From an optimization exercise on the open Yosys and OpenROAD flow, aimed at small area; shortcuts taken in it are not production practice. The RTL was checked by simulation tests, not by an equivalence proof against the original design. No activity file was given, so power comes from the tool's default toggle rates.

==> run.sh <==
#!/bin/bash
# synth_recipe.tcl (not shown) runs the flow's synth.tcl, then flattens the netlist and writes it again
# the make line also repeats each setting of config.mk as NAME=value (left out here)
make -C /OpenROAD-flow-scripts/flow DESIGN_CONFIG=/design/flow/config.mk WORK_HOME=/design/flow/orfs CLKGATE_MAP_FILE= SYNTH_SCRIPT=/design/flow/synth_recipe.tcl finish
==> design.v <==
`timescale 1ns / 1ps
module ascii2hex(
    input [7:0] ascii_input,
    output [3:0] hex_output,
	 output error
    );
	wire [3:0] hex_data;
	assign hex_data = ((ascii_input >= "0") & (ascii_input <= "9"))? ascii_input - "0" :
								( 
									(ascii_input >= "A" & ascii_input <= "F") ? ascii_input - "A" + 8'hA :
									( 
										(ascii_input >= "a" & ascii_input <= "f") ? ascii_input - "a" + 8'hA : 4'h0
									)
								);
	assign hex_output = hex_data;
	assign error = (ascii_input < "0") | ((ascii_input > "9") & (ascii_input < "A")) | 
						((ascii_input > "F") & (ascii_input < "a")) | (ascii_input > "f");
endmodule
`timescale 1ns / 1ps
module hex2ascii(
    input [3:0] hex_input,
    output [7:0] ascii_output
    );
	assign ascii_output = ((hex_input < 4'hA) ? "0" : "A"-8'h0A) +{4'h0, hex_input};
endmodule
module async_receiver(clk, rst, RxD, RxD_data_ready, RxD_data);
input clk, rst, RxD;
output reg RxD_data_ready;   
output reg [7:0] RxD_data;
reg [11:0] acc;
reg Baud8Tick;
always @(posedge clk)
    if (rst) {Baud8Tick, acc} <= 13'd0;
    else {Baud8Tick, acc} <= {1'b0, acc} + 13'd151;
reg [1:0] RxD_sync_inv;
always @(posedge clk) if(rst) RxD_sync_inv <= 0; else if(Baud8Tick) RxD_sync_inv <= {RxD_sync_inv[0], ~RxD};
reg [1:0] RxD_cnt_inv;
reg RxD_bit_inv;
always @(posedge clk)
if(rst)
begin
	RxD_cnt_inv <= 0;
	RxD_bit_inv <= 0;
end
else if(Baud8Tick)
begin
	if( RxD_sync_inv[1] && RxD_cnt_inv!=2'b11) RxD_cnt_inv <= RxD_cnt_inv + 2'h1;
	else
	if(~RxD_sync_inv[1] && RxD_cnt_inv!=2'b00) RxD_cnt_inv <= RxD_cnt_inv - 2'h1;
	if(RxD_cnt_inv==2'b00) RxD_bit_inv <= 1'b0;
	else
	if(RxD_cnt_inv==2'b11) RxD_bit_inv <= 1'b1;
end
reg [3:0] state;
reg [3:0] bit_spacing;
wire next_bit = (bit_spacing==4'd10);
always @(posedge clk)
if(rst || state==0)
	bit_spacing <= 4'b0000;
else
if(Baud8Tick)
	bit_spacing <= {bit_spacing[2:0] + 4'b0001} | {bit_spacing[3], 3'b000};
always @(posedge clk)
if(rst)
	state <= 4'b0000;
else if(Baud8Tick)
case(state)
	4'b0000: if(RxD_bit_inv) state <= 4'b1000;   
	4'b1000: if(next_bit) state <= 4'b1001;   
	4'b1001: if(next_bit) state <= 4'b1010;   
	4'b1010: if(next_bit) state <= 4'b1011;   
	4'b1011: if(next_bit) state <= 4'b1100;   
	4'b1100: if(next_bit) state <= 4'b1101;   
	4'b1101: if(next_bit) state <= 4'b1110;   
	4'b1110: if(next_bit) state <= 4'b1111;   
	4'b1111: if(next_bit) state <= 4'b0001;   
	4'b0001: if(next_bit) state <= 4'b0000;   
	default: state <= 4'b0000;
endcase
always @(posedge clk)
if(Baud8Tick && next_bit && state[3]) RxD_data <= {~RxD_bit_inv, RxD_data[7:1]};
always @(posedge clk)
if(rst)
	RxD_data_ready <= 1'b0;
else
	RxD_data_ready <= (Baud8Tick && next_bit && state==4'b0001 && ~RxD_bit_inv);   
endmodule
module async_transmitter(clk, rst, TxD_start, TxD_data, TxD, TxD_busy);
input clk, rst, TxD_start;
input [7:0] TxD_data;
output TxD, TxD_busy;
reg [14:0] acc;
reg BaudTick;
wire TxD_busy;
always @(posedge clk)
    if (rst) {BaudTick, acc} <= 16'd0;
    else if (TxD_busy) {BaudTick, acc} <= {1'b0, acc} + 16'd151;
reg [3:0] state;
wire TxD_ready = (state==0);
assign TxD_busy = ~TxD_ready;
reg [7:0] TxD_dataReg;
always @(posedge clk) if(TxD_ready & TxD_start) TxD_dataReg <= TxD_data;
always @(posedge clk)
if(rst) state <= 4'b0000; else
case(state)
	4'b0000: if(TxD_start) state <= 4'b0001;
	4'b0001: if(BaudTick) state <= 4'b0100;
	4'b0100: if(BaudTick) state <= 4'b1000;   
	4'b1000: if(BaudTick) state <= 4'b1001;   
	4'b1001: if(BaudTick) state <= 4'b1010;   
	4'b1010: if(BaudTick) state <= 4'b1011;   
	4'b1011: if(BaudTick) state <= 4'b1100;   
	4'b1100: if(BaudTick) state <= 4'b1101;   
	4'b1101: if(BaudTick) state <= 4'b1110;   
	4'b1110: if(BaudTick) state <= 4'b1111;   
	4'b1111: if(BaudTick) state <= 4'b0010;   
	4'b0010: if(BaudTick) state <= 4'b0011;   
	4'b0011: if(BaudTick) state <= 4'b0000;   
	default: if(BaudTick) state <= 4'b0000;
endcase
wire muxbit = TxD_dataReg[state[2:0]];
reg TxD;
always @(posedge clk) if(rst) TxD <= 1'b0; else TxD <= (state<4) | (state[3] & muxbit);
endmodule
`timescale 1ns / 1ps
module tx_fifo (
    input  wire       clk,
    input  wire       rst,
    input  wire [7:0] din,
    input  wire       wr_en,
    input  wire       rd_en,
    output wire [7:0] dout,
    output wire       empty
);
reg [511:0] mem;
reg [6:0] count;
wire full = count[6];
assign empty = (count == 7'd0);
wire [5:0] head = count[5:0] - 6'd1;
assign dout = mem[8*head +: 8];
wire wr = wr_en && !full;
wire rd = rd_en && !empty;
always @(posedge clk)
    if (wr && !rst)
        mem <= {mem[503:0], din};
always @(posedge clk)
    if (rst)
        count <= 7'd0;
    else
        count <= count + {6'd0, wr} - {6'd0, rd};
endmodule
`timescale 1ns / 1ps
module data_receiver
    #(
      parameter BTF_RX_BUFFER_COUNT_WIDTH = 6,
      parameter BTF_RX_BUFFER_BYTES = 32,
      parameter BTF_RX_BUFFER_WIDTH = 8 * BTF_RX_BUFFER_BYTES
      )
    (
    input RxD,
    input clk,
    input rst,
    output btf_wr,                   
    output [7:0] btf_byte,
    output btf_commit,               
    output reg [BTF_RX_BUFFER_COUNT_WIDTH-1:0] BTF_Length,
    output [13:0] CMD_Hit,           
    output CMD_Ready,
    output esc_char_detected,
    output reg [1:0] esc_char,       
    output reg wrong_format
    );
	wire [7:0] usbdata ;
	wire usbready ;
	async_receiver RXUSB(.clk(clk), .rst(rst), .RxD(RxD), .RxD_data_ready(usbready), .RxD_data(usbdata));
	wire [3:0] hexadecimal_value;
	wire non_hexadecimal;
	ascii2hex ascii2hex_moudule(.ascii_input(usbdata), .hex_output(hexadecimal_value), .error(non_hexadecimal));
    wire is_dle = (usbdata == 8'h10);
    wire is_C = (usbdata == "C");
    wire is_R = (usbdata == "R");
    wire is_T = (usbdata == "T");
    wire is_A = (usbdata == "A");
    wire is_W = (usbdata == "W");
    reg esc_detect;    
    reg esc_found;     
    assign esc_char_detected = esc_found;
    always @ (posedge clk)
        if (rst) begin
            esc_detect <= 1'b0;
            esc_found <= 1'b0;
        end
        else begin
            esc_found <= 1'b0;
            if (esc_found) begin
                esc_detect <= 1'b0;
            end
            else if (usbready) begin
                if (!esc_detect) begin
                    esc_detect <= is_dle;
                end
                else begin
                    esc_detect <= 1'b0;
                    esc_found <= is_C | is_R | is_A | is_W;
                end
            end
        end
    always @ (posedge clk)
        if (usbready & esc_detect & ~esc_found)
            esc_char <= {is_A | is_W, is_R | is_W};
	reg [3:0] main_state;
	localparam MAIN_IDLE = 4'h0;
	localparam MAIN_BTF_READ_NUM_DIGITS = 4'h1;
	localparam MAIN_BTF_READ_BYTE_COUNT = 4'h2;
	localparam MAIN_BTF_READ_RAW_DATA = 4'h3;
    localparam MAIN_BTF_READ_RAW_DATA_ESC_DETECTED = 4'h4;
	localparam MAIN_BTF_CHECK_TERMINATOR = 4'h5;
	localparam MAIN_BTF_EXECUTION = 4'h6;
    localparam MAIN_CMD_READ_BYTE_COUNT = 4'h7;
    localparam MAIN_CMD_READ_ASCII_STRING = 4'h8;
    localparam MAIN_CMD_READ_ASCII_STRING_ESC_DETECTED = 4'h9;
	localparam MAIN_CMD_CHECK_TERMINATOR = 4'ha;
	localparam MAIN_CMD_EXECUTION = 4'hb;
    localparam MAIN_ESC_CHAR_DETECTED = 4'hc;
    localparam MAIN_WRONG_FORMAT = 4'hd;
    localparam MAIN_IDLE_FIRST_ESC_DETECTED = 4'he;
	reg [3:0] btf_num_digits;
	reg [BTF_RX_BUFFER_COUNT_WIDTH-1:0] btf_byte_count;
	reg [BTF_RX_BUFFER_COUNT_WIDTH-1:0] btf_actual_byte_count;
    reg [3:0] cmd_byte_count;
    reg [3:0] cmd_actual_byte_count;
    reg term_ptr;    
    assign CMD_Ready = (main_state == MAIN_CMD_EXECUTION);
    wire active = !rst && !esc_char_detected && usbready;
    assign btf_byte = usbdata;
    assign btf_wr = active && (main_state == MAIN_BTF_READ_RAW_DATA);
    wire term_ok = (usbdata == (term_ptr ? 8'd10 : 8'd13));
    assign btf_commit = active && (main_state == MAIN_BTF_CHECK_TERMINATOR) && term_ok && term_ptr;
    localparam NCMD = 14;
    localparam [8*14-1:0] S1  = "*IDN?";
    localparam [8*14-1:0] S2  = {8'h10, "TEST", 8'h10};
    localparam [8*14-1:0] S3  = "WRITE REG";
    localparam [8*14-1:0] S4  = "SET CONFIG";
    localparam [8*14-1:0] S5  = "RESET";
    localparam [8*14-1:0] S6  = "LDAC";
    localparam [8*14-1:0] S7  = "LDAC LENGTH";
    localparam [8*14-1:0] S8  = "ADJ INTENSITY";
    localparam [8*14-1:0] S9  = "READ INTENSITY";
    localparam [8*14-1:0] S10 = "CAPTURE BTF";
    localparam [8*14-1:0] S11 = "BTF READ COUNT";
    localparam [8*14-1:0] S12 = "READ BTF";
    localparam [8*14-1:0] S13 = "UPDATE BITS";
    localparam [8*14-1:0] S14 = "READ BITS";
    localparam [8*14*NCMD-1:0] SALL = {S14, S13, S12, S11, S10, S9, S8, S7, S6, S5, S4, S3, S2, S1};
    localparam [4*NCMD-1:0] LALL = {4'd9, 4'd11, 4'd8, 4'd14, 4'd11, 4'd14, 4'd13, 4'd11, 4'd4, 4'd5, 4'd10, 4'd9, 4'd6, 4'd5};
    reg [NCMD-1:0] cmd_match;
    wire [NCMD-1:0] cmd_match_next;
    wire [NCMD-1:0] cmd_hit;
    genvar gk, gp;
    generate
        for (gk = 0; gk < NCMD; gk = gk + 1) begin : match_gen
            localparam [3:0] LEN = LALL[4*gk +: 4];
            wire [LEN-1:0] pos_ok;
            for (gp = 0; gp < LEN; gp = gp + 1) begin : pos_gen
                assign pos_ok[gp] = (cmd_actual_byte_count == gp) &&
                                    (usbdata == SALL[8*14*gk + 8*(LEN-1-gp) +: 8]);
            end
            assign cmd_match_next[gk] = cmd_match[gk] & (|pos_ok);
            assign cmd_hit[gk] = cmd_match[gk] & (cmd_actual_byte_count == LEN);
        end
    endgenerate
    assign CMD_Hit = cmd_hit;
    always @ (posedge clk)
        if (rst) begin
            main_state <= MAIN_IDLE;
            wrong_format <= 1'b0;
            BTF_Length <= 0;
        end
        else if (esc_char_detected == 1'b1) begin
            main_state <= MAIN_ESC_CHAR_DETECTED;
            wrong_format <= 1'b0;
        end
        else begin
            case (main_state)
                MAIN_IDLE: begin
                        wrong_format <= 1'b0;
                        if (usbready == 1) begin
                            if (usbdata[7:0] == "#")
                                main_state <= MAIN_BTF_READ_NUM_DIGITS;
                            else if (usbdata[7:0] == "!")
                                main_state <=  MAIN_CMD_READ_BYTE_COUNT;
                            else if (is_dle)
                                main_state <=  MAIN_IDLE_FIRST_ESC_DETECTED;
                            else
                                main_state <= MAIN_WRONG_FORMAT;
                        end
                    end
                MAIN_IDLE_FIRST_ESC_DETECTED:
                    if (usbready == 1) begin
                        if (!(is_C | is_R | is_T | is_A | is_W))
                            main_state <= MAIN_WRONG_FORMAT;
                        else
                            main_state <= MAIN_IDLE;
                    end
                MAIN_BTF_READ_NUM_DIGITS:
                    if (usbready == 1) begin
                        if (non_hexadecimal == 0) begin
                            btf_num_digits[3:0] <= hexadecimal_value[3:0];
                            main_state <= MAIN_BTF_READ_BYTE_COUNT;
                            btf_byte_count <= 0;
                        end
                        else
                            main_state <= MAIN_WRONG_FORMAT;
                    end
                MAIN_BTF_READ_BYTE_COUNT:
                    if  (usbready == 1) begin
                        if (non_hexadecimal == 0) begin
                            btf_byte_count <= {btf_byte_count[BTF_RX_BUFFER_COUNT_WIDTH-1-4:0], hexadecimal_value[3:0]};
                            btf_num_digits[3:0] <= btf_num_digits[3:0] - 'h1;
                            if (btf_num_digits[3:0] == 'h1) begin
                                main_state <= MAIN_BTF_READ_RAW_DATA;
                                btf_actual_byte_count <= 'h0;
                            end
                        end
                        else
                            main_state <= MAIN_WRONG_FORMAT;
                    end
                MAIN_BTF_READ_RAW_DATA:
                    if  (usbready == 1) begin
                        btf_byte_count <= btf_byte_count - 'h1;
                        btf_actual_byte_count <= btf_actual_byte_count + 'h1;
                        if (is_dle)
                            main_state <= MAIN_BTF_READ_RAW_DATA_ESC_DETECTED;
                        else if (btf_byte_count == 'h1) begin
                            main_state <= MAIN_BTF_CHECK_TERMINATOR;
                            term_ptr <= 1'b0;
                        end
                    end
                MAIN_BTF_READ_RAW_DATA_ESC_DETECTED:
                    if  (usbready == 1) begin
                        if (is_dle) begin
                            if (btf_byte_count == 'h0) begin
                                main_state <= MAIN_BTF_CHECK_TERMINATOR;
                                term_ptr <= 1'b0;
                            end
                            else
                                main_state <= MAIN_BTF_READ_RAW_DATA;
                        end
                        else
                            main_state <= MAIN_WRONG_FORMAT;
                    end
                MAIN_BTF_CHECK_TERMINATOR:
                    if  (usbready == 1) begin
                        if (term_ok) begin
                            if (term_ptr) begin
                                main_state <= MAIN_BTF_EXECUTION;
                                term_ptr <= 1'b0;
                                BTF_Length <= btf_actual_byte_count;
                            end
                            else
                                term_ptr <= 1'b1;
                        end
                        else
                            main_state <= MAIN_WRONG_FORMAT;
                    end
                MAIN_BTF_EXECUTION:
                    main_state <= MAIN_IDLE;
                MAIN_CMD_READ_BYTE_COUNT:
                    if  (usbready == 1'b1) begin
                        if (non_hexadecimal == 1'b0) begin
                            cmd_byte_count[3:0] <= hexadecimal_value[3:0];
                            main_state <= MAIN_CMD_READ_ASCII_STRING;
                            cmd_actual_byte_count[3:0] <= 'd0;
                        end
                        else
                            main_state <= MAIN_WRONG_FORMAT;
                    end
                MAIN_CMD_READ_ASCII_STRING:
                    if  (usbready == 1) begin
                        cmd_byte_count[3:0] <= cmd_byte_count[3:0] - 'd1;
                        cmd_actual_byte_count[3:0] <= cmd_actual_byte_count[3:0] + 'd1;
                        if (is_dle)
                            main_state <= MAIN_CMD_READ_ASCII_STRING_ESC_DETECTED;
                        else if (cmd_byte_count[3:0] == 'd1) begin
                            main_state <= MAIN_CMD_CHECK_TERMINATOR;
                            term_ptr <= 1'b0;
                        end
                    end
                MAIN_CMD_READ_ASCII_STRING_ESC_DETECTED:
                    if  (usbready == 1) begin
                        if (is_dle) begin
                            if (cmd_byte_count[3:0] == 'd0) begin
                                main_state <= MAIN_CMD_CHECK_TERMINATOR;
                                term_ptr <= 1'b0;
                            end
                            else
                                main_state <= MAIN_CMD_READ_ASCII_STRING;
                        end
                        else
                            main_state <= MAIN_WRONG_FORMAT;
                    end
                MAIN_CMD_CHECK_TERMINATOR:
                    if  (usbready == 1) begin
                        if (term_ok) begin
                            if (term_ptr) begin
                                main_state <= MAIN_CMD_EXECUTION;
                                term_ptr <= 1'b0;
                            end
                            else
                                term_ptr <= 1'b1;
                        end
                        else
                            main_state <= MAIN_WRONG_FORMAT;
                    end
                MAIN_CMD_EXECUTION:
                    main_state <= MAIN_IDLE;
                MAIN_ESC_CHAR_DETECTED:
                    main_state <= MAIN_IDLE;
                MAIN_WRONG_FORMAT: begin
                        wrong_format <= 1'b1;
                        main_state <= MAIN_IDLE;
                    end
                default:
                    main_state <= MAIN_IDLE;
            endcase
        end
    always @ (posedge clk)
        if (!rst && !esc_char_detected && usbready) begin
            if (main_state == MAIN_CMD_READ_BYTE_COUNT)
                cmd_match <= {NCMD{1'b1}};
            else if (main_state == MAIN_CMD_READ_ASCII_STRING)
                cmd_match <= cmd_match_next;
        end
endmodule
module btf_rings(
    input clk,
    input rst,
    input rx_wr,              
    input [7:0] rx_byte,      
    input commit,             
    input capture,            
    input [4:0] rd_j,         
    output reg [63:0] S,      
    output [7:0] rd_byte
);
    reg [255:0] R, B, C;
    reg [4:0] ph;
    reg clr;                  
    reg [4:0] hR, hB, hC;
    reg rx_pend;
    reg cb_req, cb_act, cc_req, cc_act;
    wire wr_now = rx_pend && (ph == hR + 5'd1);
    wire zero = rst | clr;
    wire [7:0] R_out = R[255:248];
    wire [7:0] B_out = B[255:248];
    wire [7:0] C_out = C[255:248];
    always @(posedge clk) begin
        R <= {R[247:0], zero ? 8'h00 : (wr_now ? rx_byte : R_out)};
        B <= {B[247:0], zero ? 8'h00 : (cb_act ? R_out : B_out)};
        C <= {C[247:0], zero ? 8'h00 : (cc_act ? B_out : C_out)};
    end
    wire [4:0] kS = hR - ph;
    always @(posedge clk)
        if (rst) begin
            ph <= 5'd0;
            clr <= 1'b1;
            hR <= 5'd0;
            hB <= 5'd0;
            hC <= 5'd0;
            rx_pend <= 1'b0;
            cb_req <= 1'b0;
            cb_act <= 1'b0;
            cc_req <= 1'b0;
            cc_act <= 1'b0;
            S <= 64'd0;
        end
        else begin
            ph <= ph + 5'd1;
            if (ph == 5'd31) clr <= 1'b0;
            if (rx_wr) rx_pend <= 1'b1;
            else if (wr_now) begin
                rx_pend <= 1'b0;
                hR <= hR + 5'd1;
            end
            if (commit) cb_req <= 1'b1;
            else if (cb_req && ph == 5'd31) begin
                cb_req <= 1'b0;
                cb_act <= 1'b1;
                hB <= hR;
            end
            else if (cb_act && ph == 5'd31) cb_act <= 1'b0;
            if (cb_act && kS[4:3] == 2'b00) S[8*kS[2:0] +: 8] <= R_out;
            if (capture) cc_req <= 1'b1;
            else if (cc_req && ph == 5'd31) begin
                cc_req <= 1'b0;
                cc_act <= 1'b1;
                hC <= hB;
            end
            else if (cc_act && ph == 5'd31) cc_act <= 1'b0;
        end
    wire [4:0] rd_pos = ph - hC - 5'd2 - rd_j;
    assign rd_byte = C[8*rd_pos +: 8];
endmodule
`timescale 1ns / 1ps
module data_sender
(
    input clk,
    input rst,
    output TxD,
    input esc_char_detected,
    input [1:0] esc_char,             
    input wrong_format,
    input [2:0] tx1_kind,
    input TX_buffer1_ready,
    input TX_buffer2_ready,
    output [4:0] cap_rd_j,            
    input [7:0] cap_rd_byte,
    input [5:0] BTF_read_count,
    input [5:0] BTF_Length,
    input [7:0] LED_intensity,
    input [31:0] patterns
);
    localparam [2:0] K_WF = 3'd0, K_RSTAT = 3'd1, K_IDN = 3'd2, K_TEST = 3'd3,
                     K_WLEN = 3'd4, K_LED = 3'd5, K_UNK = 3'd6, K_PAT = 3'd7;
	reg TX_buffer1_ready_delay;
	reg TX_buffer2_ready_delay;
	wire TX_buffer1_PosEdge = TX_buffer1_ready & ~TX_buffer1_ready_delay;
	wire TX_buffer2_PosEdge = TX_buffer2_ready & ~TX_buffer2_ready_delay;
    always @ (posedge clk)
        if (rst) begin
            TX_buffer1_ready_delay <= 1'b0;
            TX_buffer2_ready_delay <= 1'b0;
        end
        else begin
            TX_buffer1_ready_delay <= TX_buffer1_ready;
            TX_buffer2_ready_delay <= TX_buffer2_ready;
        end
    reg reset_FIFO;
    reg [7:0] FIFO_din;
    reg FIFO_wr_en;
    reg FIFO_rd_en;
    wire [7:0] FIFO_dout;
    wire FIFO_empty;
    tx_fifo transmitter_FIFO(
    .clk(clk),
    .rst(reset_FIFO | rst),
    .din(FIFO_din),
    .wr_en(FIFO_wr_en),
    .rd_en(FIFO_rd_en),
    .dout(FIFO_dout),
    .empty(FIFO_empty)
  );
    reg [2:0] kind;
    reg [6:0] idx;       
    reg [1:0] TERMINATOR_CURRENT_CHAR_POINTER;
    wire [7:0] TERMINATOR_CURRENT_CHAR = (TERMINATOR_CURRENT_CHAR_POINTER == 2'd0) ? 8'h0d :
                                         (TERMINATOR_CURRENT_CHAR_POINTER == 2'd1) ? 8'h0a : 8'h00;
    function [7:0] hexc(input [3:0] v);
        hexc = ((v < 4'hA) ? "0" : "A"-8'h0A) + {4'h0, v};
    endfunction
    function [7:0] str_byte(input [8*14-1:0] s, input [3:0] n, input [3:0] i);
        str_byte = s[8*(n-1-i) +: 8];
    endfunction
    reg [7:0] b1_byte;
    reg [4:0] b1_len;
    always @(*) begin
        b1_byte = 8'h00;
        b1_len = 5'd0;
        case (kind)
            K_WF: begin
                b1_len = 5'd14;
                b1_byte = str_byte("!CWrong format", 4'd14, idx[3:0]);
            end
            K_RSTAT: begin
                b1_len = 5'd5;
                case (idx[2:0])
                    3'd0: b1_byte = patterns[31:24];
                    3'd1: b1_byte = patterns[23:16];
                    3'd2: b1_byte = patterns[15:8];
                    3'd3: b1_byte = patterns[7:0];
                    default: b1_byte = 8'h00;
                endcase
            end
            K_IDN: begin
                b1_len = 5'd11;
                b1_byte = str_byte("!9DAC v1_10", 4'd11, idx[3:0]);
            end
            K_TEST: begin
                b1_len = 5'd12;
                b1_byte = str_byte("!ATest rec'd", 4'd12, idx[3:0]);
            end
            K_WLEN: begin
                b1_len = 5'd15;
                b1_byte = (idx[3:0] == 4'd14) ? {2'b00, BTF_Length} : str_byte("!DWrong length", 4'd14, idx[3:0]);
            end
            K_LED: begin
                b1_len = 5'd3;
                b1_byte = (idx[1:0] == 2'd0) ? "!" : (idx[1:0] == 2'd1) ? "1" : LED_intensity;
            end
            K_UNK: begin
                b1_len = 5'd13;
                b1_byte = str_byte("!BUnknown CMD", 4'd13, idx[3:0]);
            end
            K_PAT: begin
                b1_len = 5'd6;
                case (idx[2:0])
                    3'd0: b1_byte = "!";
                    3'd1: b1_byte = "4";
                    3'd2: b1_byte = patterns[31:24];
                    3'd3: b1_byte = patterns[23:16];
                    3'd4: b1_byte = patterns[15:8];
                    default: b1_byte = patterns[7:0];
                endcase
            end
        endcase
    end
    wire b1_more = (idx[4:0] != b1_len);
    reg [7:0] b2_byte;
    always @(*) begin
        if (idx[6]) begin
            case (idx[2:0])
                3'd3: b2_byte = "#";
                3'd4: b2_byte = "3";
                3'd5: b2_byte = "0";
                3'd6: b2_byte = hexc({2'b00, BTF_read_count[5:4]});
                default: b2_byte = hexc(BTF_read_count[3:0]);
            endcase
        end
        else if (idx[5])
            b2_byte = 8'h00;
        else
            b2_byte = cap_rd_byte;
    end
    assign cap_rd_j = idx[4:0];
    wire b2_more = (idx != {1'b0, BTF_read_count});
	localparam [3:0] MAIN_FIFO_INITIALIZE = 4'd0;
	localparam [3:0] MAIN_FIFO_INITIALIZE_WAIT = 4'd1;
	localparam [3:0] MAIN_IDLE = 4'd2;
    localparam [3:0] MAIN_ESC_CHAR_SEND = 4'd3;
    localparam [3:0] MAIN_SEND_FINISH = 4'd4;
	localparam [3:0] MAIN_BUFFER1_SEND = 4'd5;
	localparam [3:0] MAIN_BUFFER2_SEND = 4'd6;
	localparam [3:0] MAIN_SEND_TERMINATOR = 4'd7;
    localparam [3:0] MAIN_ESC_DETECTED = 4'd8;
	reg [3:0] main_state;
    reg [1:0] esc_char_latch;
    reg esc_already_encountered;
    reg [3:0] FIFO_reset_wait_counter;
    wire [7:0] head = (main_state == MAIN_BUFFER2_SEND) ? b2_byte : b1_byte;
    wire more = (main_state == MAIN_BUFFER2_SEND) ? b2_more : b1_more;
    always @ (posedge clk)
        if (rst) begin
            main_state <= MAIN_FIFO_INITIALIZE;
            esc_already_encountered <= 1'b0;
            reset_FIFO <= 1'b0;
            FIFO_wr_en <= 1'b0;
        end
        else if (esc_char_detected == 1'b1) begin
            if (esc_char != 2'd2) begin    
                reset_FIFO <= 1'b1;
                FIFO_wr_en <= 1'b0;
                esc_char_latch <= esc_char;
                main_state <= MAIN_ESC_DETECTED;
                FIFO_reset_wait_counter <= 4'd15;
            end
        end
        else begin
            case (main_state)
                MAIN_FIFO_INITIALIZE: begin
                        main_state <= MAIN_FIFO_INITIALIZE_WAIT;
                        reset_FIFO <= 1'b1;
                        FIFO_wr_en <= 1'b0;
                        FIFO_reset_wait_counter <= 4'd15;
                    end
                MAIN_FIFO_INITIALIZE_WAIT: begin
                        reset_FIFO <= 1'b0;
                        if (FIFO_reset_wait_counter == 'd0)
                            main_state <= MAIN_IDLE;
                        else
                            FIFO_reset_wait_counter <= FIFO_reset_wait_counter - 'd1;
                    end
                MAIN_IDLE:
                    if (wrong_format == 1'b1) begin
                        main_state <= MAIN_BUFFER1_SEND;
                        kind <= K_WF;
                        idx <= 7'd0;
                    end
                    else if (TX_buffer1_PosEdge == 1'b1) begin
                        main_state <= MAIN_BUFFER1_SEND;
                        kind <= tx1_kind;
                        idx <= 7'd0;
                    end
                    else if (TX_buffer2_PosEdge == 1'b1) begin
                        main_state <= MAIN_BUFFER2_SEND;
                        idx <= 7'd123;
                        esc_already_encountered <= 1'b0;
                    end
                MAIN_ESC_DETECTED: begin
                        reset_FIFO <= 1'b0;
                        if (FIFO_reset_wait_counter == 'd0) begin
                            main_state <= MAIN_ESC_CHAR_SEND;
                            FIFO_din <= 8'h10;
                            FIFO_wr_en <= 1'b1;
                        end
                        else
                            FIFO_reset_wait_counter <= FIFO_reset_wait_counter - 'd1;
                    end
                MAIN_ESC_CHAR_SEND: begin
                        FIFO_din <= (esc_char_latch == 2'd0) ? "C" : (esc_char_latch == 2'd1) ? "R" : "W";
                        FIFO_wr_en <= 1'b1;
                        if (esc_char_latch == 2'd1) begin
                            main_state <= MAIN_BUFFER1_SEND;
                            kind <= K_RSTAT;
                            idx <= 7'd0;
                            TERMINATOR_CURRENT_CHAR_POINTER <= 'd0;
                        end
                        else
                            main_state <= MAIN_SEND_FINISH;
                    end
                MAIN_SEND_FINISH: begin
                        main_state <= MAIN_IDLE;
                        FIFO_wr_en <= 1'b0;
                    end
                MAIN_BUFFER1_SEND, MAIN_BUFFER2_SEND:
                    if (more) begin
                        FIFO_din <= head;
                        FIFO_wr_en <= 1'b1;
                        TERMINATOR_CURRENT_CHAR_POINTER <= 'd0;
                        if ((head == 8'h10) && (esc_already_encountered == 1'b0))
                            esc_already_encountered <= 1'b1;
                        else begin
                            esc_already_encountered <= 1'b0;
                            idx <= idx + 7'd1;
                        end
                    end
                    else begin
                        main_state <= MAIN_SEND_TERMINATOR;
                        FIFO_din <= TERMINATOR_CURRENT_CHAR;
                        FIFO_wr_en <= 1'b1;
                        TERMINATOR_CURRENT_CHAR_POINTER <= TERMINATOR_CURRENT_CHAR_POINTER + 'd1;
                    end
                MAIN_SEND_TERMINATOR:
                    if (TERMINATOR_CURRENT_CHAR_POINTER == 2'd2) begin
                        main_state <= MAIN_IDLE;
                        FIFO_din <= TERMINATOR_CURRENT_CHAR;
                        FIFO_wr_en <= 1'b0;
                        TERMINATOR_CURRENT_CHAR_POINTER <= 'd0;
                    end
                    else begin
                        FIFO_din <= TERMINATOR_CURRENT_CHAR;
                        FIFO_wr_en <= 1'b1;
                        TERMINATOR_CURRENT_CHAR_POINTER <= TERMINATOR_CURRENT_CHAR_POINTER + 'd1;
                    end
                default:
                    main_state <= MAIN_IDLE;
		endcase
	end
	wire TxD_busy;
	reg TxD_start;
	async_transmitter TXUSB(.clk(clk), .rst(rst), .TxD(TxD), .TxD_busy(TxD_busy), .TxD_start(TxD_start),
									.TxD_data(FIFO_dout));
	reg [1:0] transmitter_state;
	localparam [1:0] TX_IDLE = 2'd0;
	localparam [1:0] TX_WAIT1 = 2'd1;
	localparam [1:0] TX_WAIT2 = 2'd2;
    always @ (posedge clk)
        if (rst) begin
            transmitter_state <= TX_IDLE;
            TxD_start <= 1'b0;
            FIFO_rd_en <= 1'b0;
        end
        else
        case (transmitter_state)
            TX_IDLE:
                if (FIFO_empty != 1'b1) begin
                    TxD_start <= 1'b1;
                    transmitter_state <= TX_WAIT1;
                end
                else
                    TxD_start <= 1'b0;
            TX_WAIT1:
                begin
                    TxD_start <= 1'b0;
                    FIFO_rd_en <= 1'b1;
                    transmitter_state <= TX_WAIT2;
                end
            TX_WAIT2:
                begin
                    FIFO_rd_en <= 1'b0;
                    if (TxD_busy == 1'b0)
                        transmitter_state <= TX_IDLE;
                end
            default:
                transmitter_state <= TX_IDLE;
		endcase
endmodule
`timescale 1ns / 1ps
module clock_divider(
    input wire CLK100MHZ,
    input wire reset,
    input wire [7:0] divide,
    input wire count_enable,
    output wire count_end
    );
reg[7:0] count;
assign count_end = (count == 8'h0);
always @(posedge CLK100MHZ) begin
    begin
        if(count_enable == 1'b1) begin
            count[7:0] <= count[7:0] - 8'h1;
            if( count[7:0] == 8'h0 ) begin
                count[7:0] <= {1'b0,divide[7:1]} - 8'h1;
            end
        end
        else begin
            count[7:0] <= {1'b0,divide[7:1]} - 8'h1;
        end
    end
end
endmodule
`timescale 1ns / 1ps
module shift_register_out(
    input wire CLK100MHZ,
    input wire reset,
    input wire lsb_first,
    input wire data_load,
    input wire [31:0] data_in,
    input wire write,
    output wire sdo
    );
reg [33:0] data;
assign sdo = (lsb_first)? data[0]:data[33];
always @(posedge CLK100MHZ) begin
    if(reset) begin
        data[33:0] <= 34'h0;
    end
    else begin
        if(write == 1'b1) begin
            data[33:0] <= {1'b0,data_in[31:0],1'b0};
        end
        else if(data_load == 1'b1) begin
            if( lsb_first == 1'b1 ) begin
                data[33:0] <= {1'b0, data[33:1]};
            end
            else begin
                data[33:0] <= {data[32:0], 1'b0};
            end
        end
    end
end
endmodule
`timescale 1ns / 1ps
module shift_register_in(
    input wire CLK100MHZ,
    input wire reset,
    input wire lsb_first,
    input wire data_load,
    input wire sdi,
    input wire clear_register,
    output wire [31:0] data_out
    );
reg[31:0] data;
assign data_out[31:0] = data[31:0];
always@(posedge CLK100MHZ) begin
    if(reset) begin
        data[31:0] <= 32'h0;
    end
    else begin
        if( clear_register == 1'b1) begin
            data[31:0] <= 32'b0;
        end
        else if(data_load == 1'b1) begin
            if(lsb_first == 1'b1) begin
                data[31:0] <= {data[30:0], sdi};
            end
            else begin
                data[31:0] <= {sdi,data[31:1]};
            end
        end
    end
end
endmodule
`timescale 1ns / 1ps
module spi_fsm_module
#(
    parameter NUM_CS = 1
)
(
    input  wire CLK100MHZ,
    input  wire reset,
    input  wire [31:0] spi_word,
    input  wire spi_config_selected,
    input  wire spi_data_selected,
    output wire busy,
    output wire sdo,
    output wire cpol,
    output wire cspol,
    output wire slave_en,
    output wire cs_next,
    output wire sck_next,
    output wire[NUM_CS-1:0] cs_val
);
reg config_lsb_first;
reg config_slave_en;
reg config_end_spi;
reg[7:0] config_cs;
reg[4:0] config_length;
reg config_cspol;
reg config_cpol;
reg config_cpha;
reg[7:0] clk_div;
reg busy_state;
reg spi_start;
reg [4:0] data_remain;
reg data_load;
reg sck_next_state;
reg cs_next_state;
reg spi_counter_state;
reg initialize_reg;
wire spi_counter_end;
wire reduced_config_cpha = config_cpha ^ config_slave_en;
localparam [2:0] IDLE = 3'd0, LOW = 3'd1, HIGH = 3'd2, WAIT_LOW = 3'd3,
                 LAST_HIGH = 3'd4, LAST_LOW = 3'd5, EXTEND_LOW = 3'd6;
reg [2:0] spi_fsm_state;
assign busy = busy_state;
assign cpol = config_cpol;
assign cspol = config_cspol;
assign slave_en = config_slave_en;
assign cs_next = cs_next_state;
assign sck_next = sck_next_state;
assign cs_val[NUM_CS-1:0] = config_cs[NUM_CS-1:0];
clock_divider clock_divider_0 (
    .CLK100MHZ(CLK100MHZ),
    .reset(reset),
    .divide(clk_div),
    .count_enable(spi_counter_state),
    .count_end(spi_counter_end)
);
shift_register_out shift_register_out_0(
    .CLK100MHZ(CLK100MHZ),
    .reset(reset),
    .lsb_first(config_lsb_first),
    .data_load(data_load),
    .data_in(spi_word),
    .write(initialize_reg),
    .sdo(sdo)
);
always @(posedge CLK100MHZ) begin
    if(reset) begin
        spi_start <= 1'b0;
        {config_lsb_first, config_slave_en, config_end_spi, config_cs, config_length, config_cspol, config_cpol, config_cpha, clk_div} <= 27'h0;
    end
    else begin
        if( spi_config_selected & ~busy_state) begin
            {config_lsb_first, config_slave_en, config_end_spi} <= spi_word[31:29];
            {config_cs, config_length, config_cspol, config_cpol, config_cpha, clk_div} <= spi_word[23:0];
        end
        spi_start <= spi_data_selected & ~busy_state;
    end
end
always @(posedge CLK100MHZ) begin
    if(reset) begin
        busy_state <= 1'b0;
        spi_fsm_state <= IDLE;
        data_load <= 1'b0;
        sck_next_state <= 1'b0;
        cs_next_state <= 1'b0;
        spi_counter_state <= 1'b0;
        initialize_reg <= 1'b0;
    end
    else begin
        case(spi_fsm_state)
            IDLE:
            begin
                data_remain[4:0] <= config_length[4:0];
                if(spi_start == 1'b1) begin
                    busy_state <= 1'b1;
                    cs_next_state <= 1'b1;
                    if(reduced_config_cpha == 1'b0) begin
                        data_load <= 1'b1;
                        spi_fsm_state <= LOW;
                    end
                    else begin
                        data_load <= 1'b0;
                        spi_fsm_state <= EXTEND_LOW;
                    end
                    spi_counter_state <= 1'b1;
                    sck_next_state <= 1'b0;
                    initialize_reg <= 1'b0;
                end
                else begin
                    cs_next_state <= 1'b0;
                    sck_next_state <= 1'b0;
                    busy_state <= spi_data_selected;
                    data_load <= 1'b0;
                    spi_counter_state <= 1'b0;
                    initialize_reg <= 1'b1;
                end
            end
            LOW:
            begin
                initialize_reg <= 1'b0;
                if(spi_counter_end == 1'b1) begin
                    spi_fsm_state <= (data_remain[4:0] == 5'h0) ? LAST_HIGH : HIGH;
                    sck_next_state <= 1'b1;
                    data_load <= reduced_config_cpha;
                end
                else begin
                    sck_next_state <= 1'b0;
                    data_load <= 1'b0;
                end
            end
            HIGH:
            begin
                if( spi_counter_end == 1'b1 ) begin
                    data_remain[4:0] <= data_remain[4:0] - 5'h1;
                    spi_fsm_state <= LOW;
                    data_load <= ~reduced_config_cpha;
                    sck_next_state <= 1'b0;
                end
                else begin
                    sck_next_state <= 1'b1;
                    data_load <= 1'b0;
                end
            end
            WAIT_LOW:
            begin
                data_remain[4:0] <= config_length[4:0];
                if(spi_start == 1'b1) begin
                    busy_state <= 1'b1;
                    if(reduced_config_cpha == 1'b0) begin
                        spi_fsm_state <= LOW;
                        data_load <= 1'b1;
                    end
                    else begin
                        spi_fsm_state <= EXTEND_LOW;
                        data_load <= 1'b0;
                    end
                    spi_counter_state <= 1'b1;
                    initialize_reg <= 1'b0;
                    sck_next_state <= 1'b0;
                end
                else begin
                    initialize_reg <= 1'b1;
                    spi_counter_state <= 1'b0;
                    busy_state <= 1'b0;
                    data_load <= 1'b0;
                    sck_next_state <= 1'b0;
                end
            end
            LAST_HIGH:
            begin
                if(spi_counter_end == 1'b1) begin
                    spi_fsm_state <= LAST_LOW;
                    if( reduced_config_cpha == 1'b1 )
                        data_load <= 1'b0;
                    else if( config_slave_en == 1'b0)
                        data_load <= 1'b1;
                    sck_next_state <= 1'b0;
                end
                else begin
                    sck_next_state <= 1'b1;
                    data_load <= 1'b0;
                end
            end
            LAST_LOW:
            begin
                sck_next_state <= 1'b0;
                data_load <= 1'b0;
                if(spi_counter_end == 1'b1) begin
                    busy_state <= 1'b1;
                    if(config_end_spi == 1'b1) begin
                        spi_fsm_state <= IDLE;
                        cs_next_state <= 1'b0;
                    end
                    else
                        spi_fsm_state <= WAIT_LOW;
                end
            end
            EXTEND_LOW:
            begin
                initialize_reg <= 1'b0;
                sck_next_state <= 1'b0;
                data_load <= 1'b0;
                if(spi_counter_end == 1'b1)
                    spi_fsm_state <= LOW;
            end
            default: ;
        endcase
    end
end
endmodule
`timescale 1ns / 1ps
module spi_multiple_single_output
#(
    parameter NUM_CS = 1
)
(
    input wire CLK100MHZ,
    input wire cpol,
    input wire cspol,
    input wire slave_en,
    input wire cs_next,
    input wire sdo,
    input wire sck_next,
    input wire [NUM_CS - 1:0]cs_val,
    output wire io_out,
    output wire io_oe,
    output wire sck,
    output wire [NUM_CS - 1:0] cs
);
genvar i;
reg sck_buffer;
reg[NUM_CS -1 :0] cs_buffer;
generate
    for (i = 0; i < NUM_CS; i = i + 1) begin : io_buf_gen
        always @(posedge CLK100MHZ) begin
            cs_buffer[i] <= ~ ( cspol ^( cs_next && cs_val[i] ));
        end
    end
endgenerate
assign io_out = sdo;
assign io_oe = ~slave_en;
assign sck = sck_buffer;
assign cs[NUM_CS-1:0] = cs_buffer[NUM_CS-1:0];
always @(posedge CLK100MHZ) begin
    sck_buffer <= sck_next ^ cpol;
end
endmodule
`timescale 1ns / 1ps
module dac8734_ctrl(
    input  wire       clk,
    input  wire       reset,
    input  wire       uart_rxd,
    output wire       uart_txd,
    output wire       sck,
    output wire [7:0] cs,
    output wire       io_out,
    output wire       io_oe,
    output wire       ldac_n
);
localparam NUM_CS = 8;
localparam C_IDN = 0, C_TEST = 1, C_WRITE_REG = 2, C_SET_CONFIG = 3, C_RESET = 4,
           C_LDAC = 5, C_LDAC_LENGTH = 6, C_ADJ_INTENSITY = 7, C_READ_INTENSITY = 8,
           C_CAPTURE_BTF = 9, C_BTF_READ_COUNT = 10, C_READ_BTF = 11,
           C_UPDATE_BITS = 12, C_READ_BITS = 13;
localparam [2:0] K_IDN = 3'd2, K_TEST = 3'd3, K_WLEN = 3'd4, K_LED = 3'd5,
                 K_UNK = 3'd6, K_PAT = 3'd7;
wire [63:0] BTF_Buffer;       
wire btf_wr, btf_commit;
wire [7:0] btf_byte;
wire btf_capture;
wire [4:0] cap_rd_j;
wire [7:0] cap_rd_byte;
wire [5:0] BTF_Length;
wire [13:0] CMD_Hit;
wire CMD_Ready;
wire esc_char_detected;
wire [1:0] esc_char;
wire wrong_format;
data_receiver receiver(
    .RxD                                (uart_rxd),
    .clk                                (clk),
    .rst                                (reset),
    .btf_wr                             (btf_wr),
    .btf_byte                           (btf_byte),
    .btf_commit                         (btf_commit),
    .BTF_Length                         (BTF_Length),
    .CMD_Hit                            (CMD_Hit),
    .CMD_Ready                          (CMD_Ready),
    .esc_char_detected                  (esc_char_detected),
    .esc_char                           (esc_char),
    .wrong_format                       (wrong_format)
);
btf_rings rings(
    .clk                                (clk),
    .rst                                (reset),
    .rx_wr                              (btf_wr),
    .rx_byte                            (btf_byte),
    .commit                             (btf_commit),
    .capture                            (btf_capture),
    .rd_j                               (cap_rd_j),
    .S                                  (BTF_Buffer),
    .rd_byte                            (cap_rd_byte)
);
reg [2:0] tx1_kind;
reg TX_buffer1_ready;
reg TX_buffer2_ready;
reg [5:0] BTF_read_count;
reg [7:0] LED_intensity;
reg [31:0] patterns;
data_sender sender(
    .clk                                    (clk),
    .rst                                    (reset),
    .TxD                                    (uart_txd),
    .esc_char_detected                      (esc_char_detected),
    .esc_char                               (esc_char),
    .wrong_format                           (wrong_format),
    .tx1_kind                               (tx1_kind),
    .TX_buffer1_ready                       (TX_buffer1_ready),
    .TX_buffer2_ready                       (TX_buffer2_ready),
    .cap_rd_j                               (cap_rd_j),
    .cap_rd_byte                            (cap_rd_byte),
    .BTF_read_count                         (BTF_read_count),
    .BTF_Length                             (BTF_Length),
    .LED_intensity                          (LED_intensity),
    .patterns                               (patterns)
);
reg spi_reset;
reg spi_config_selected;
reg spi_data_selected;
wire busy;
wire sdo;
wire cpol;
wire cspol;
wire slave_en;
wire cs_next;
wire sck_next;
wire [NUM_CS-1:0] cs_val;
spi_fsm_module #(
    .NUM_CS                              (NUM_CS)
) spi_fsm_inst (
    .CLK100MHZ                           (clk),
    .reset                               (spi_reset | reset),
    .spi_word                            (BTF_Buffer[31:0]),
    .spi_config_selected                 (spi_config_selected),
    .spi_data_selected                   (spi_data_selected),
    .busy                                (busy),
    .sdo                                 (sdo),
    .cpol                                (cpol),
    .cspol                               (cspol),
    .slave_en                            (slave_en),
    .cs_next                             (cs_next),
    .sck_next                            (sck_next),
    .cs_val                              (cs_val)
);
spi_multiple_single_output #(
    .NUM_CS                              (NUM_CS)
) spi_mso_inst (
    .CLK100MHZ                           (clk),
    .cpol                                (cpol),
    .cspol                               (cspol),
    .slave_en                            (slave_en),
    .cs_next                             (cs_next),
    .sdo                                 (sdo),
    .sck_next                            (sck_next),
    .cs_val                              (cs_val),
    .io_out                              (io_out),
    .io_oe                               (io_oe),
    .sck                                 (sck),
    .cs                                  (cs)
);
reg ldac_bar;
assign ldac_n = ldac_bar;
reg [7:0] ldac_length;
reg [7:0] ldac_pause_count;
wire [31:0] pattern_masks = BTF_Buffer[63:32];
wire [31:0] pattern_data = BTF_Buffer[31:0];
localparam [2:0] MAIN_IDLE = 3'd0,
                 MAIN_SPI_CONFIG = 3'd1,
                 MAIN_RESET = 3'd2,
                 MAIN_DAC_WAIT_FOR_BUSY_ON = 3'd3,
                 MAIN_DAC_WAIT_FOR_BUSY_OFF = 3'd4,
                 MAIN_DAC_LDAC_PAUSE = 3'd5,
                 MAIN_DAC_LDAC_OFF = 3'd6,
                 MAIN_UNKNOWN_CMD = 3'd7;
reg [2:0] main_state;
assign btf_capture = !reset && !esc_char_detected && main_state == MAIN_IDLE && CMD_Ready && CMD_Hit[C_CAPTURE_BTF];
always @ (posedge clk) begin
    if (reset) begin
        main_state <= MAIN_IDLE;
        patterns <= 'd0;
        TX_buffer1_ready <= 1'b0;
        TX_buffer2_ready <= 1'b0;
        LED_intensity <= 8'd0;
        spi_reset <= 1'b0;
        spi_config_selected <= 1'b0;
        spi_data_selected <= 1'b0;
        ldac_bar <= 1'b1;
        ldac_length <= 8'd40;
        BTF_read_count <= 'd0;
    end
    else if (esc_char_detected == 1'b1) begin
        if (esc_char == 2'd0) begin    
            TX_buffer1_ready <= 1'b0;
            TX_buffer2_ready <= 1'b0;
            main_state <= MAIN_IDLE;
            spi_reset <= 1'b0;
            spi_config_selected <= 1'b0;
            spi_data_selected <= 1'b0;
        end
    end
    else begin
        case (main_state)
            MAIN_IDLE: begin
                spi_config_selected <= 1'b0;
                spi_data_selected <= 1'b0;
                if (CMD_Ready == 1'b1) begin
                    if (CMD_Hit[C_IDN]) begin
                        tx1_kind <= K_IDN;
                        TX_buffer1_ready <= 1'b1;
                    end
                    else if (CMD_Hit[C_TEST]) begin
                        tx1_kind <= K_TEST;
                        TX_buffer1_ready <= 1'b1;
                    end
                    else if (CMD_Hit[C_WRITE_REG]) begin
                        if (BTF_Length != 6'd4) begin
                            tx1_kind <= K_WLEN;
                            TX_buffer1_ready <= 1'b1;
                        end
                        else if (busy != 1'b1) begin
                            main_state <= MAIN_DAC_WAIT_FOR_BUSY_ON;
                            spi_data_selected <= 1'b1;
                        end
                    end
                    else if (CMD_Hit[C_SET_CONFIG]) begin
                        if (BTF_Length != 6'd8) begin
                            tx1_kind <= K_WLEN;
                            TX_buffer1_ready <= 1'b1;
                        end
                        else if (busy != 1'b1) begin
                            main_state <= MAIN_SPI_CONFIG;
                            spi_config_selected <= 1'b1;
                        end
                    end
                    else if (CMD_Hit[C_RESET]) begin
                        spi_reset <= 1'b1;
                        main_state <= MAIN_RESET;
                    end
                    else if (CMD_Hit[C_LDAC]) begin
                        ldac_bar <= 1'b0;
                        ldac_pause_count <= ldac_length;
                        main_state <= MAIN_DAC_LDAC_PAUSE;
                    end
                    else if (CMD_Hit[C_LDAC_LENGTH]) begin
                        ldac_length <= BTF_Buffer[7:0];
                    end
                    else if (CMD_Hit[C_ADJ_INTENSITY]) begin
                        LED_intensity <= BTF_Buffer[7:0];
                    end
                    else if (CMD_Hit[C_READ_INTENSITY]) begin
                        tx1_kind <= K_LED;
                        TX_buffer1_ready <= 1'b1;
                    end
                    else if (CMD_Hit[C_CAPTURE_BTF]) begin
                    end
                    else if (CMD_Hit[C_BTF_READ_COUNT]) begin
                        BTF_read_count <= BTF_Buffer[5:0];
                    end
                    else if (CMD_Hit[C_READ_BTF]) begin
                        TX_buffer2_ready <= 1'b1;
                    end
                    else if (CMD_Hit[C_UPDATE_BITS]) begin
                        patterns <= (patterns & ~pattern_masks) | (pattern_masks & pattern_data);
                    end
                    else if (CMD_Hit[C_READ_BITS]) begin
                        tx1_kind <= K_PAT;
                        TX_buffer1_ready <= 1'b1;
                    end
                    else begin
                        main_state <= MAIN_UNKNOWN_CMD;
                    end
                end
                else begin
                    TX_buffer1_ready <= 1'b0;
                    TX_buffer2_ready <= 1'b0;
                end
            end
            MAIN_DAC_WAIT_FOR_BUSY_ON: begin
                spi_data_selected <= 1'b0;
                if (busy != 1'b1)
                    main_state <= MAIN_DAC_WAIT_FOR_BUSY_OFF;
            end
            MAIN_DAC_WAIT_FOR_BUSY_OFF: begin
                if (busy != 1'b1)
                    main_state <= MAIN_IDLE;
            end
            MAIN_SPI_CONFIG : begin
                if (busy != 1'b1)
                    main_state <= MAIN_IDLE;
            end
            MAIN_DAC_LDAC_PAUSE: begin
                if (ldac_pause_count == 0)
                    main_state <= MAIN_DAC_LDAC_OFF;
                ldac_pause_count <= ldac_pause_count - 'd1;
            end
            MAIN_DAC_LDAC_OFF: begin
                ldac_bar <= 1'b1;
                main_state <= MAIN_IDLE;
            end
            MAIN_RESET: begin
                spi_reset <= 1'b0;
                main_state <= MAIN_IDLE;
            end
            MAIN_UNKNOWN_CMD: begin
                tx1_kind <= K_UNK;
                TX_buffer1_ready <= 1'b1;
                main_state <= MAIN_IDLE;
            end
        endcase
    end
end
endmodule
==> config.mk <==
export PLATFORM = sky130hd
export DESIGN_NAME = dac8734_ctrl
export DESIGN_NICKNAME = dac8734_ctrl
export VERILOG_FILES = /design/flow/design.v
export SDC_FILE = /design/flow/constraint.sdc
export NUM_CORES = 4
export LEC_CHECK = 0
export CAP_MARGIN = 20
export CORE_MARGIN = 2
export CORE_UTILIZATION = 40
export SLEW_MARGIN = 20
==> constraint.sdc <==
create_clock -name core_clock -period 10.0 [get_ports {clk}]
set_input_delay 2.0000 -clock core_clock [delete_from_list [all_inputs] [get_ports {clk}]]
set_output_delay 2.0000 -clock core_clock [all_outputs]
set_load 0.01 [all_outputs]
==> results of run 1 <==
## metrics by stage
step / utilization / area, µm² / power (µW) / hold WS, ns / cells
floorplan: - / 61100 / 9460 / 0.310 / 4605
global placement: 0.416 / 63100 / 10100 / 0.310 / 6441
detailed placement: 0.416 / 63100 / 10100 / 0.312 / 6441
CTS: 0.451 / 68500 / 16200 / 0.309 / 6737
global route: 0.451 / 68500 / 16700 / 0.322 / 6737
finish: 0.451 / 68500 / 16000 / 0.312 / 6738
## worst min-delay path by stage
stage                       startpoint           end  slack (ns)  depth (start not counted)
after global placement    rings.R[176]  rings.R[184]        0.31                          0
final                     rings.R[232]  rings.R[240]        0.31                          0
after CTS                 rings.R[232]  rings.R[240]        0.31                          0
after global routing      rings.B[129]  rings.B[137]        0.32                          0
after detailed placement   rings.B[12]   rings.B[20]        0.31                          0
after floorplan            rings.B[92]  rings.B[100]        0.31                          0
## per-layer routing
| metal | track usage | part of all wire | wire length (µm) | vias to the layer above |
|---|---|---|---|---|
| li1 | - | - | - | 16900 |
| met1 | 0.230 | 0.47 | 59300 | 17700 |
| met2 | 0.237 | 0.44 | 55600 | 881 |
| met3 | 0.0294 | 0.057 | 7110 | 187 |
| met4 | 0.0528 | 0.025 | 3170 | 0 |
| met5 | 0 | 0 | 0 | - |
## cells by family after synthesis
kind of cell / count (synthesis) / synth area share
adder cells (fa/ha/maj): 96 / 0.0207
flip-flops: 1700 / 0.658
buffers and inverters: 366 / 0.0249
XOR/XNOR: 115 / 0.0171
multiplexers: 352 / 0.106
AO/OA/AOI/OAI: 753 / 0.0815
AND/OR/NAND/NOR: 1223 / 0.0923
## power groups by stage
stage          Sequential, µW  Clock, µW  Combinational [µW]
6_report                 7370       6030                2570
3_3_place_gp             7520          0                2600
2_1_floorplan            7470          0                1990
4_1_cts                  7370       6210                2620
5_1_grt                  7390       6480                2790
3_5_place_dp             7520          0                2610
## cell usage in the layout (no fill, tap or decap), types with 91 or more instances in the layout
cell | synthesis | routed
sky130_fd_sc_hd__dfxtp_1 | 1089 | 1085
sky130_fd_sc_hd__edfxtp_1 | 611 | 611
sky130_fd_sc_hd__nor2_1 | 416 | 415
sky130_fd_sc_hd__nand2_1 | 383 | 382
sky130_fd_sc_hd__mux4_2 | 234 | 234
sky130_fd_sc_hd__a21oi_1 | 226 | 226
sky130_fd_sc_hd__clkbuf_16 | 0 | 166
sky130_fd_sc_hd__o21ai_0 | 115 | 115
sky130_fd_sc_hd__nand3_1 | 113 | 113
sky130_fd_sc_hd__mux2i_1 | 113 | 113
sky130_fd_sc_hd__inv_1 | 110 | 109
sky130_fd_sc_hd__a22oi_1 | 91 | 91
## layout make-up
type	instances	area (µm²)
Clock inverter	65	736
Tap cell	2030	2540
Clock buffer	231	4620
Inverter	112	437
Sequential cell	1700	40200
Timing Repair Buffer	60	514
Multi-Input combinational cell	2539	19500
Antenna cell	1	2.50
Fill cell	13700	83200
==> metrics list, run 1 <==
* Setup slack, reg-to-reg: 4.24 ns
* Syn Inst Count: 4,605
- Hold_buf cts: 0
- Die Outline Area: 156,000 µm²
- Final hold violation count: 0
- Of the total power, registers draw 0.462.
* Post-layout net count: 4,672
- Worst r2r path cells: 12
- In this run the power spent charging and discharging nets is 4170 µW.
- Once detail routing completed, the nets flagged for antenna violations numbered 0.
- Largest area contributor in the synthesized netlist: sky130_fd_sc_hd__dfxtp_1
- Run status: complete, no violations
- In this run the tightest slew margin relative to its limit is 0.216.
* Setup violators final: 0
- For this design, the sink count on the clock tree is 1,700.
- Power density relative to cell area: 233 nW/µm²
- Fraction of the yosys area taken by sequential cells: 0.658
- Combinational power share: 0.161
- CTS tree: done
* Count of unresolved DRC violations after routing: 0
- Cell type of the slowest stage on the worst timing path: sky130_fd_sc_hd__fa_4
- Yosys instantiated no cell more often than sky130_fd_sc_hd__dfxtp_1.
- Number of global-route vias before repair: 34,600
- Flip-flop count of the largest register after layout: 512
* Sum of negative setup slack: 0 ns
- Placed wire-length estimate: 78,400 µm
* Most numerous cell on the critical path: sky130_fd_sc_hd__buf_4
- Worst min-delay path category: reg2reg
- Critical path buffer and inverter count: 3
- Number of enable flip-flop cells after synthesis: 611
- The cell family contributing the most delay on the critical path is buffers and inverters.
- Critical path class: reg2reg
- Summing over every cut layer, the via total after detailed routing is 35,600.
- Dividing the detail-routed wire length by the instance count gives 18.6 µm.
* Required time of the worst setup path: 10.48 ns
* Aggregate routed wire length: 125,000 µm
- Ranked by total cell area, the synthesized netlist is headed by sky130_fd_sc_hd__dfxtp_1 36%, sky130_fd_sc_hd__edfxtp_1 30%, sky130_fd_sc_hd__mux4_2 8.6%.
* Antenna violations before repair: 8
- Counting buffers and inverters, the worst setup path is 12 cells deep.
- Of the total power, the share spent switching nets is 0.261.
* Final setup slack of the worst path: 4.24 ns
* Maximum buffer depth of the clock tree: 3
* CP Data Arrival Time: 6.24 ns
* Critical path fanouts, max: 43
- In this run, CTS created clock tree buffers numbering 162.
- Avg Synthesized Cell Area: 13.3 µm²
- Most instantiated cells after synthesis: 1,089 x sky130_fd_sc_hd__dfxtp_1, 611 x sky130_fd_sc_hd__edfxtp_1, 416 x sky130_fd_sc_hd__nor2_1, 383 x sky130_fd_sc_hd__nand2_1, 234 x sky130_fd_sc_hd__mux4_2
* P&R area growth vs syn: 12.2%
* Share of the synthesized area in the top cell type: 0.357
* Top Ports: 16
- Max-cap violations in this run came to 0.
* Number of buffers inserted to repair setup after CTS: 0
- Measured along the x axis, the die boundary spans 395 µm.
- Critical path cell sequence: buf_4, inv_1, fa_4, buf_4, mux4_2, and2_1, a211oi_1, a311oi_1, a21oi_1, o21ai_0, a22o_1, o31a_1
- For this run, the slowest stage of the critical path takes 1.30 ns.
- Before antenna repair, the detailed router went through 7 iterations.
- Timing would allow up to 174 MHz.
- Cell at the root of the clock tree: sky130_fd_sc_hd__clkbuf_16
* Post-synth design cell area: 61,100 µm²
- Sort of element at the start of the critical path: flip-flop
* Pin count of the biggest net entering global routing: 203
- The initial utilization of the core area, before any placement, comes to 0.402.
- Clock-pin transition on the worst setup and hold timing paths: 0.06 ns
- Die height: 395 µm
* Fin crit period: 5.76 ns
- Synthesis produced a netlist with a net count of 4,702.
* Depth of the CTS H-tree: 4
- Setup crit end: sender.idx[4]
* Clock share of power: 0.378
* Number of synthesized register bits: 1,700
- Of the cells placed in the final design, the portion with a size suffix greater than 1 is 0.123.
* Clock latency on the worst-skew pair: 0.80 ns
* Post-cts sizing count: 0
* Number of placement rows: 143
- The worst setup path is captured at a flip-flop.
- GR Overflow Total: 0
- Biggest register: sender.transmitter_FIFO.mem
- Tcrit/Tclk final: 0.576
- Proportion of synthesized flip-flops having asynchronous set or reset: 0
* Internal Power: 11,800 µW
* Prevailing post-synth register cell: sky130_fd_sc_hd__dfxtp_1
- Average vias per placed instance: 5.29
- GP Congestion: 0.901
* Worst-margin pin slew: 1.17 ns
* DRC marker count from the first detailed-route iteration: 3,092
- Area inside the core boundary: 152,000 µm²
* Count of cell types in the netlist: 100
- Start of the worst register-to-register path: sender.idx[0]
* Synthesis Warnings: 11
* Count of port buffers added during placement: 15
- Overall routing resource usage: 0.158
- Clock skew on the completed layout was measured at 0.0434 ns.
- Setup repair after global routing left no endpoint under its margin.
* Total leakage power: 0.0229 µW
- IR analysis of the VDD net gives a maximum drop of 241 µV.
- The most critical setup path has its startpoint at sender.idx[0].
* Dpl ws: 4.23 ns
* First-pass GRT wire length: 198,000 µm
* Max-slew violations: 0
- The endpoint identified for the worst register-to-register timing path is sender.idx[4].
==> run 2, diff against run 1 <==
--- a/design.v
+++ b/design.v
@@ -440,7 +440,9 @@
     input commit,             
     input capture,            
     input [4:0] rd_j,         
-    output reg [63:0] S,      
+    output reg [31:0] S,      
+    output [7:0] B_out,       
+    output [4:0] B_k,         
     output [7:0] rd_byte
 );
     reg [255:0] R, B, C;
@@ -452,7 +454,8 @@
     wire wr_now = rx_pend && (ph == hR + 5'd1);
     wire zero = rst | clr;
     wire [7:0] R_out = R[255:248];
-    wire [7:0] B_out = B[255:248];
+    assign B_out = B[255:248];
+    assign B_k = hB - ph;
     wire [7:0] C_out = C[255:248];
     always @(posedge clk) begin
         R <= {R[247:0], zero ? 8'h00 : (wr_now ? rx_byte : R_out)};
@@ -472,7 +475,7 @@
             cb_act <= 1'b0;
             cc_req <= 1'b0;
             cc_act <= 1'b0;
-            S <= 64'd0;
+            S <= 32'd0;
         end
         else begin
             ph <= ph + 5'd1;
@@ -489,7 +492,7 @@
                 hB <= hR;
             end
             else if (cb_act && ph == 5'd31) cb_act <= 1'b0;
-            if (cb_act && kS[4:3] == 2'b00) S[8*kS[2:0] +: 8] <= R_out;
+            if (cb_act && kS[4:2] == 3'b000) S[8*kS[1:0] +: 8] <= R_out;
             if (capture) cc_req <= 1'b1;
             else if (cc_req && ph == 5'd31) begin
                 cc_req <= 1'b0;
@@ -1146,10 +1149,13 @@
            C_UPDATE_BITS = 12, C_READ_BITS = 13;
 localparam [2:0] K_IDN = 3'd2, K_TEST = 3'd3, K_WLEN = 3'd4, K_LED = 3'd5,
                  K_UNK = 3'd6, K_PAT = 3'd7;
-wire [63:0] BTF_Buffer;       
+wire [31:0] BTF_Buffer;       
+wire [7:0] B_out;
+wire [4:0] B_k;
 wire btf_wr, btf_commit;
 wire [7:0] btf_byte;
 wire btf_capture;
+wire upd_set;
 wire [4:0] cap_rd_j;
 wire [7:0] cap_rd_byte;
 wire [5:0] BTF_Length;
@@ -1181,6 +1187,8 @@
     .capture                            (btf_capture),
     .rd_j                               (cap_rd_j),
     .S                                  (BTF_Buffer),
+    .B_out                              (B_out),
+    .B_k                                (B_k),
     .rd_byte                            (cap_rd_byte)
 );
 reg [2:0] tx1_kind;
@@ -1254,8 +1262,26 @@
 assign ldac_n = ldac_bar;
 reg [7:0] ldac_length;
 reg [7:0] ldac_pause_count;
-wire [31:0] pattern_masks = BTF_Buffer[63:32];
-wire [31:0] pattern_data = BTF_Buffer[31:0];
+reg upd_pend, upd_act;
+wire upd_now = (upd_pend && B_k == 5'd7) || upd_act;
+wire [1:0] upd_m = B_k[1:0];            
+wire [7:0] upd_data = BTF_Buffer[8*upd_m +: 8];
+always @(posedge clk)
+    if (reset) begin
+        upd_pend <= 1'b0;
+        upd_act <= 1'b0;
+        patterns <= 32'd0;
+    end
+    else begin
+        if (upd_set) upd_pend <= 1'b1;
+        else if (upd_pend && B_k == 5'd7) begin
+            upd_pend <= 1'b0;
+            upd_act <= 1'b1;
+        end
+        else if (upd_act && B_k == 5'd4) upd_act <= 1'b0;
+        if (upd_now)
+            patterns[8*upd_m +: 8] <= (patterns[8*upd_m +: 8] & ~B_out) | (B_out & upd_data);
+    end
 localparam [2:0] MAIN_IDLE = 3'd0,
                  MAIN_SPI_CONFIG = 3'd1,
                  MAIN_RESET = 3'd2,
@@ -1265,11 +1291,11 @@
                  MAIN_DAC_LDAC_OFF = 3'd6,
                  MAIN_UNKNOWN_CMD = 3'd7;
 reg [2:0] main_state;
+assign upd_set = !reset && !esc_char_detected && main_state == MAIN_IDLE && CMD_Ready && CMD_Hit[C_UPDATE_BITS];
 assign btf_capture = !reset && !esc_char_detected && main_state == MAIN_IDLE && CMD_Ready && CMD_Hit[C_CAPTURE_BTF];
 always @ (posedge clk) begin
     if (reset) begin
         main_state <= MAIN_IDLE;
-        patterns <= 'd0;
         TX_buffer1_ready <= 1'b0;
         TX_buffer2_ready <= 1'b0;
         LED_intensity <= 8'd0;
@@ -1352,7 +1378,6 @@
                         TX_buffer2_ready <= 1'b1;
                     end
                     else if (CMD_Hit[C_UPDATE_BITS]) begin
-                        patterns <= (patterns & ~pattern_masks) | (pattern_masks & pattern_data);
                     end
                     else if (CMD_Hit[C_READ_BITS]) begin
                         tx1_kind <= K_PAT;
--- a/config.mk
+++ b/config.mk
@@ -8,4 +8,6 @@
 export CAP_MARGIN = 20
 export CORE_MARGIN = 2
 export CORE_UTILIZATION = 40
+export CTS_CLUSTER_DIAMETER = 100
+export CTS_CLUSTER_SIZE = 25
 export SLEW_MARGIN = 20
==> run 2 against run 1 <==
  * Still clean
  * First-iteration DRC count fell by 9.3%
  * Sequential power fell by 1%
  * Routed wire length fell by 4.1%
  * Clock skew fell by 0.011 ns
  * Clock power fell by about 40%
  * Critical path type unchanged
  * Largest cell class unchanged
==> metrics list, run 2 <==
- The area share of xor/xnor cells in the synthesized design came to 0.0170 (was 0.0171).
* Most instantiated cells after synthesis: 1,059 x sky130_fd_sc_hd__dfxtp_1, 611 x sky130_fd_sc_hd__edfxtp_1, 410 x sky130_fd_sc_hd__nor2_1, 271 x sky130_fd_sc_hd__nand2_1, 254 x sky130_fd_sc_hd__mux4_2 (was 1,089 x sky130_fd_sc_hd__dfxtp_1, 611 x sky130_fd_sc_hd__edfxtp_1, 416 x sky130_fd_sc_hd__nor2_1, 383 x sky130_fd_sc_hd__nand2_1, 234 x sky130_fd_sc_hd__mux4_2)
- The number of buffers created by CTS came to 79 (was 162).
- The width of the chip was 393 µm (was 395 µm).
- Sort of element at the start of the critical path: flip-flop (unchanged)
* Number of synthesized register bits: 1,670 (was 1,700)
- The clock tree from TritonCTS is done (unchanged).
* Top Ports: 16 (unchanged)
- End of the worst register-to-register path: sender.idx[4] (unchanged)
- Max VDD drop: 280 µV (was 241 µV)
- Run status: complete, no violations (unchanged)
- The hold path depth is 0 (unchanged).
- Average detailed-routed wire length per instance: 18.7 µm (was 18.6 µm)
- Biggest area contributors in the synthesized netlist: sky130_fd_sc_hd__dfxtp_1 35%, sky130_fd_sc_hd__edfxtp_1 30%, sky130_fd_sc_hd__mux4_2 9.5% (was sky130_fd_sc_hd__dfxtp_1 36%, sky130_fd_sc_hd__edfxtp_1 30%, sky130_fd_sc_hd__mux4_2 8.6%).
- The clock-pin slew of the registers on the worst-case setup and hold paths is 0.10 ns (was 0.06 ns).
* Main combinational cell family by area after synthesis: multiplexers (unchanged)
* Area of combinational cells with multiple inputs: 19,600 µm² (was 19,500 µm²)
* Share of the synthesized area in the top cell type: 0.351 (was 0.357)
* Flip-flop count of the largest register after layout: 512 (unchanged)
- Worst r2r path cells: 11 (was 12)
- Tcrit/Tclk final: 0.634 (was 0.576)
- The slew at the pin closest to its max-slew limit came to 1.05 ns (was 1.17 ns).
* Average vias per placed instance: 5.34 (was 5.29)
[run 2: metal layers]
metal  routed length [µm]  up-vias
met5                   10        -
li1                     -    16200
met1                56800    17100
met4                 3880        2
met2                53400      785
met3                 6040      169
[run 2: worst max path at each step]
stage                       start                              to  slack [ns]  cells past startpoint
floorplan                   reset  sender.transmitter_FIFO.mem[0]       -0.48                      4
global route        sender.idx[0]                   sender.idx[0]        3.26                     11
global placement    sender.idx[0]                   sender.idx[0]        3.83                     11
finish              sender.idx[0]                   sender.idx[4]        3.66                     11
detailed placement  sender.idx[0]                   sender.idx[2]        3.68                     11
CTS                 sender.idx[0]                   sender.idx[1]        3.64                     11
[run 2: layout make-up]
type | instances | area share
Sequential cell | 1670 | 0.610
Multi-Input combinational cell | 2452 | 0.302
Tap cell | 2016 | 0.0389
Clock buffer | 95 | 0.0314
Timing Repair Buffer | 53 | 0.00708
Inverter | 108 | 0.00625
Clock inverter | 13 | 0.00463
Antenna cell | 1 | 0.0000386
[run 2: stage by stage]
| step | worst slack (ns) | util | setup TNS, ns | area (µm²) |
|---|---|---|---|---|
| final | 3.66 | 0.432 | 0 | 64900 |
| after global routing | 3.26 | 0.432 | 0 | 64900 |
| after CTS | 3.64 | 0.432 | 0 | 64900 |
| after detailed placement | 3.68 | 0.417 | 0 | 62500 |
| after global placement | 3.83 | 0.417 | 0 | 62500 |
| after floorplan | -0.476 | - | -243.91 | 60400 |
[run 2: logic make-up (layout without fill, tap and decap cells)]
family / count (synthesis) / in the layout
fa+ha+maj: 103 / 103
compound gates: 728 / 728
other cells: 0 / 1
buf+inv: 347 / 269
xor+xnor: 117 / 117
flops: 1670 / 1670
mux: 374 / 374
simple gates: 1130 / 1130
[run 2: critical path: stages, from the launching register on]
cell and delay, ns:
sky130_fd_sc_hd__edfxtp_1 0.33, sky130_fd_sc_hd__buf_4 0.42, sky130_fd_sc_hd__clkinv_1 0.70, sky130_fd_sc_hd__fa_4 1.57, sky130_fd_sc_hd__buf_4 0.60, sky130_fd_sc_hd__mux4_2 0.56
sky130_fd_sc_hd__and3_1 0.20, sky130_fd_sc_hd__o311a_1 0.36, sky130_fd_sc_hd__a2111oi_1 0.44, sky130_fd_sc_hd__and4_1 0.27, sky130_fd_sc_hd__nand4_1 0.16, sky130_fd_sc_hd__o31a_1 0.41
[run 2: where the power goes]
group | switching, µW | total, µW | leakage (µW) | internal [µW]
Clock | 2110 | 3620 | 0.00111 | 1500
Sequential | 124 | 7290 | 0.0141 | 7160
Combinational | 1400 | 2700 | 0.00665 | 1290
Total | 3640 | 13600 | 0.0219 | 9960

Setup slack of run 2, layout unchanged: 3.662 ns with ideal ports, 3.662 ns with driving cells assumed (clock clkbuf_16, inputs buf_2), 3.662 ns with port delays also shifted by the 0.787 ns mid clock arrival.
